This is an optimization exercise on Yosys and OpenROAD, whose aim is small area, a short achievable clock period and few clock cycles per item, not a production implementation. In this exercise RTL edits were held to simulation tests only and were not proved equivalent to the original.

the baseline:
## pm32
module pm32 (
    input wire          clk,
    input wire          rst,
    input wire          start,
    input wire  [31:0]  mc,
    input wire  [31:0]  mp,
    output reg  [63:0]  p,
    output reg          done,
    input wire          op  
);
    reg  [1:0]      sx;
    reg  [33:0]     cs;
    reg             ci;
    reg  [3:0]      cnt;      
    reg             busy;     
    reg             fin;      
    reg  [1:0]      ng_r, one_r, two_r;    
    reg  [4:0]     wn;        
    always @* begin
        case (cnt)
            4'd0: wn = {mc[7], mc[6], mc[5], mc[4], mc[3]};
            4'd1: wn = {mc[11], mc[10], mc[9], mc[8], mc[7]};
            4'd2: wn = {mc[15], mc[14], mc[13], mc[12], mc[11]};
            4'd3: wn = {mc[19], mc[18], mc[17], mc[16], mc[15]};
            4'd4: wn = {mc[23], mc[22], mc[21], mc[20], mc[19]};
            4'd5: wn = {mc[27], mc[26], mc[25], mc[24], mc[23]};
            4'd6: wn = {mc[31], mc[30], mc[29], mc[28], mc[27]};
            default: wn = {5{1'b0}};
        endcase
    end
    wire [4:0] w0 = {mc[3:0], 1'b0};
    wire [1:0] ng0, one0, two0, ngn, onen, twon;
    assign ng0[0]  = w0[2] & ~(w0[1] & w0[0]);
    assign one0[0] = w0[1] ^ w0[0];
    assign two0[0] = (w0[2] & ~w0[1] & ~w0[0]) | (~w0[2] & w0[1] & w0[0]);
    assign ngn[0]  = wn[2] & ~(wn[1] & wn[0]);
    assign onen[0] = wn[1] ^ wn[0];
  ...
Settings: LEC_CHECK=0, CAP_MARGIN=20, CORE_MARGIN=2, CORE_UTILIZATION=40, PLACE_DENSITY=0.6, SLEW_MARGIN=20; clock period 3.0 ns.
standard.sh (not shown) runs the stock make flow with config.mk's settings and CLKGATE_MAP_FILE= SYNTH_SCRIPT=/design/flow/synth_recipe.tcl, a recipe that flattens the netlist after the stock synthesis.
==> flow/flow/run.sh <==
#!/bin/bash
# Layout: the standard flow (standard synthesis unchanged), except that the
# port buffers that global placement inserts are sky130_fd_sc_hd__buf_1 cells
# and timing repair aims for 0.3 ns of setup slack.
# The output of each step is kept in its own log file in this folder.
set -euo pipefail
cd "$(dirname "$0")/.."
bash standard.sh synth > flow_synth.log 2>&1
bash standard.sh "BUFFER_PORTS_ARGS=-buffer_cell sky130_fd_sc_hd__buf_1" SETUP_SLACK_MARGIN=0.3 finish > flow_layout.log 2>&1
The baseline: full flow OK, the timing, design-rule and antenna checks passed
Testbench counts of the baseline, summed over its fixed seeds: cycles 21,608, items 2,400.
diff inputs: the baseline => the candidate
==> flow/run.sh (new file) <==
#!/bin/bash
# synth_recipe.tcl (not shown) runs the flow's synth.tcl, then flattens the netlist and writes it again
# the make line also repeats each setting of config.mk as NAME=value (left out here)
make -C /OpenROAD-flow-scripts/flow DESIGN_CONFIG=/design/flow/config.mk WORK_HOME=/design/flow/orfs CLKGATE_MAP_FILE= SYNTH_SCRIPT=/design/flow/synth_recipe.tcl finish
removed: flow/flow/run.sh
removed: flow/standard.sh
--- outcome ---
- The first-pass GRT wire length in the candidate sits 2.1% below the value recorded for the baseline.
- Of the baseline and the candidate, the run reporting the higher share of cells above drive strength 1 was the baseline.
- [compare] base=the baseline new=the candidate: final design utilization +0.69 points, slack of the critical path lower.

* * *

Another version of the RTL of pm32 (not shown whole).
Size: about 880 cells after synthesis, ~150 flip-flops, about 130 I/O pins, roughly 0.0093 sq mm of cells after synthesis.
export LEC_CHECK = 0
export CAP_MARGIN = 20
export CORE_MARGIN = 2
export CORE_UTILIZATION = 40
export PLACE_DENSITY = 0.6
export SLEW_MARGIN = 20
create_clock -name core_clock -period 3.0 [get_ports {clk}]
==> flow/flow/run.sh <==
#!/bin/bash
# Layout: the standard flow (standard synthesis unchanged), except that the
# port buffers that global placement inserts are sky130_fd_sc_hd__buf_1 cells
# and timing repair aims for 0.3 ns of setup slack.
# The output of each step is kept in its own log file in this folder.
set -euo pipefail
cd "$(dirname "$0")/.."
bash standard.sh synth > flow_synth.log 2>&1
bash standard.sh "BUFFER_PORTS_ARGS=-buffer_cell sky130_fd_sc_hd__buf_1" SETUP_SLACK_MARGIN=0.3 finish > flow_layout.log 2>&1
Testbench counts at the start, summed over its fixed seeds: cycles 21,608, items 2,400.
Change:
==> flow/flow/run.sh (replaced) <==
#!/bin/bash
# Layout: the standard flow (standard synthesis unchanged), except that
#  - the port buffers that global placement inserts are sky130_fd_sc_hd__buf_1 cells,
#  - timing repair aims for 0.3 ns of setup slack,
#  - the core is 60% utilised with placement density 0.75,
#  - clock tree clusters of up to 50 flip-flops within 100 um.
# The output of each step is kept in its own log file in this folder.
set -euo pipefail
cd "$(dirname "$0")/.."
bash standard.sh synth > flow_synth.log 2>&1
bash standard.sh "BUFFER_PORTS_ARGS=-buffer_cell sky130_fd_sc_hd__buf_1" SETUP_SLACK_MARGIN=0.3 \
  CORE_UTILIZATION=60 PLACE_DENSITY=0.75 CTS_CLUSTER_SIZE=50 CTS_CLUSTER_DIAMETER=100 finish > flow_layout.log 2>&1
Clock skew is about the same.
Global-route usage increases by 7.1 points.
Die area shrinks by 33%.
Final area falls by 1.9%.
Wire length fell by 8.2%.
Core utilization rose by 22 points.
Area after synthesis does not change.
Cell count is lower by 9.6%.
Synthesized cell count stays the same.
Worst hold slack is about the same.
Change:
==> flow/flow/run.sh (replaced) <==
#!/bin/bash
# Layout: the standard flow (standard synthesis unchanged), except that
#  - the port buffers that global placement inserts are sky130_fd_sc_hd__buf_1 cells,
#  - timing repair aims for 0.3 ns of setup slack,
#  - the core is 70% utilised with placement density 0.85,
#  - timing repair may resize a cell to any footprint.
# The output of each step is kept in its own log file in this folder.
set -euo pipefail
cd "$(dirname "$0")/.."
bash standard.sh synth > flow_synth.log 2>&1
bash standard.sh "BUFFER_PORTS_ARGS=-buffer_cell sky130_fd_sc_hd__buf_1" SETUP_SLACK_MARGIN=0.3 \
  CORE_UTILIZATION=70 PLACE_DENSITY=0.85 MATCH_CELL_FOOTPRINT=0 finish > flow_layout.log 2>&1
- setup slack got worse by 0.088 ns
- core utilization rose by 12 points
- die area is lower by 14%
- critical path depth came out lower by 2
- synthesized cell count stays the same
- via count rose by 7.0%
- area after synthesis is unchanged
- non-clock buffer count goes up by 6
Change:
==> flow/flow/run.sh (replaced) <==
#!/bin/bash
# Layout: the standard flow (standard synthesis unchanged), except that the
# port buffers that global placement inserts are sky130_fd_sc_hd__buf_1 cells
# and timing repair aims for 0.2 ns of setup slack.
# The output of each step is kept in its own log file in this folder.
set -euo pipefail
cd "$(dirname "$0")/.."
bash standard.sh synth > flow_synth.log 2>&1
bash standard.sh "BUFFER_PORTS_ARGS=-buffer_cell sky130_fd_sc_hd__buf_1" SETUP_SLACK_MARGIN=0.2 finish > flow_layout.log 2>&1
What happened: Worst setup slack gets better by 0.039 ns. Via count went down by 7.4%. Synthesized area is unchanged. Critical path depth went up by 4. Hold slack gets better by 0.0036 ns.
Change:
==> flow/flow/run.sh (replaced) <==
#!/bin/bash
# Layout: the standard flow (standard synthesis unchanged), except that
#  - the port buffers that global placement inserts are sky130_fd_sc_hd__buf_1 cells,
#  - timing repair aims for 0.5 ns of setup slack and may resize a cell to any
#    footprint (MATCH_CELL_FOOTPRINT=0).
# The output of each step is kept in its own log file in this folder.
set -euo pipefail
cd "$(dirname "$0")/.."
bash standard.sh synth > flow_synth.log 2>&1
bash standard.sh "BUFFER_PORTS_ARGS=-buffer_cell sky130_fd_sc_hd__buf_1" SETUP_SLACK_MARGIN=0.5 \
  MATCH_CELL_FOOTPRINT=0 finish > flow_layout.log 2>&1
The new run passed the timing, design-rule and antenna checks.
Global-route usage fell by 0.52 points.
Design area rose by 6.4%.
First-iteration DRC count fell by 1.7%.
Synthesized area stays the same.
Die area does not change.
Worst setup slack is better by 0.043 ns.
Core utilization rose by 3.0 points.
Worst hold slack is worse by 0.012 ns.
Change:
==> flow/flow/run.sh (replaced) <==
#!/bin/bash
# Layout: the standard flow (standard synthesis unchanged), except that
#  - the port buffers that global placement inserts are sky130_fd_sc_hd__buf_1 cells,
#  - timing repair aims for 0.3 ns of setup slack,
#  - the core is 60% utilised with placement density 0.75.
# The output of each step is kept in its own log file in this folder.
set -euo pipefail
cd "$(dirname "$0")/.."
bash standard.sh synth > flow_synth.log 2>&1
bash standard.sh "BUFFER_PORTS_ARGS=-buffer_cell sky130_fd_sc_hd__buf_1" SETUP_SLACK_MARGIN=0.3 \
  CORE_UTILIZATION=60 PLACE_DENSITY=0.75 finish > flow_layout.log 2>&1
The changed run passed the timing, design-rule and antenna checks.
Clock skew barely changes.
Design area goes down by a little under a tenth.
Clock-buffer cell count increases by 1.
Die area fell by a quarter to a third.
Cell count fell by roughly a tenth.
Global-route usage went up by 7.4 points.
Routed wire length goes down by roughly a tenth.
Fmax barely changes.
Non-clock buffer count fell by 15.

static timing again, ports no longer ideal:
How much do the figures lean on ideal ports? The routed layouts below were timed once more, with nothing changed but the port constraints.
Step 1, drivers: a clkbuf_16 drives clk and a buf_2 each remaining input, both assumed.
Step 2 adds t to the input delays and takes it off the output delays; t is the mean of the earliest and latest rising clock arrival at the registers after step 1. Input paths then give back, and output paths get back, about the clock's delay inside the block.
Slacks: ideal / step 1 / step 2; pairs: ideal / step 1.
run | shift t [ns] | setup slack, ns | worst hold slack (ns) | clock arrival spread, ns
the baseline | 0.415 | 0.219 / 0.219 / -0.081 | 0.131 / 0.101 / 0.451 | 0.013 / 0.013
the candidate | 0.408 | 0.099 / 0.118 / -0.279 | 0.449 / 0.447 / 0.449 | 0.011 / 0.012
the first run of note 2 | 0.478 | 0.340 / 0.340 / 0.025 | 0.073 / 0.050 / 0.405 | 0.009 / 0.010
the second run of note 2 | 0.471 | 0.325 / 0.325 / -0.058 | 0.075 / 0.052 / 0.406 | 0.007 / 0.008
the third run of note 2 | 0.469 | 0.238 / 0.238 / -0.039 | 0.072 / 0.049 / 0.408 | 0.012 / 0.013
the fourth run of note 2 | 0.470 | 0.276 / 0.276 / -0.022 | 0.076 / 0.052 / 0.406 | 0.012 / 0.012
the fifth run of note 2 | 0.475 | 0.319 / 0.319 / -0.001 | 0.064 / 0.040 / 0.403 | 0.010 / 0.010
the sixth run of note 2 | 0.471 | 0.325 / 0.325 / -0.058 | 0.075 / 0.052 / 0.406 | 0.007 / 0.008
With both steps, setup timing fails in 7 of these runs, where it was met with ideal ports.
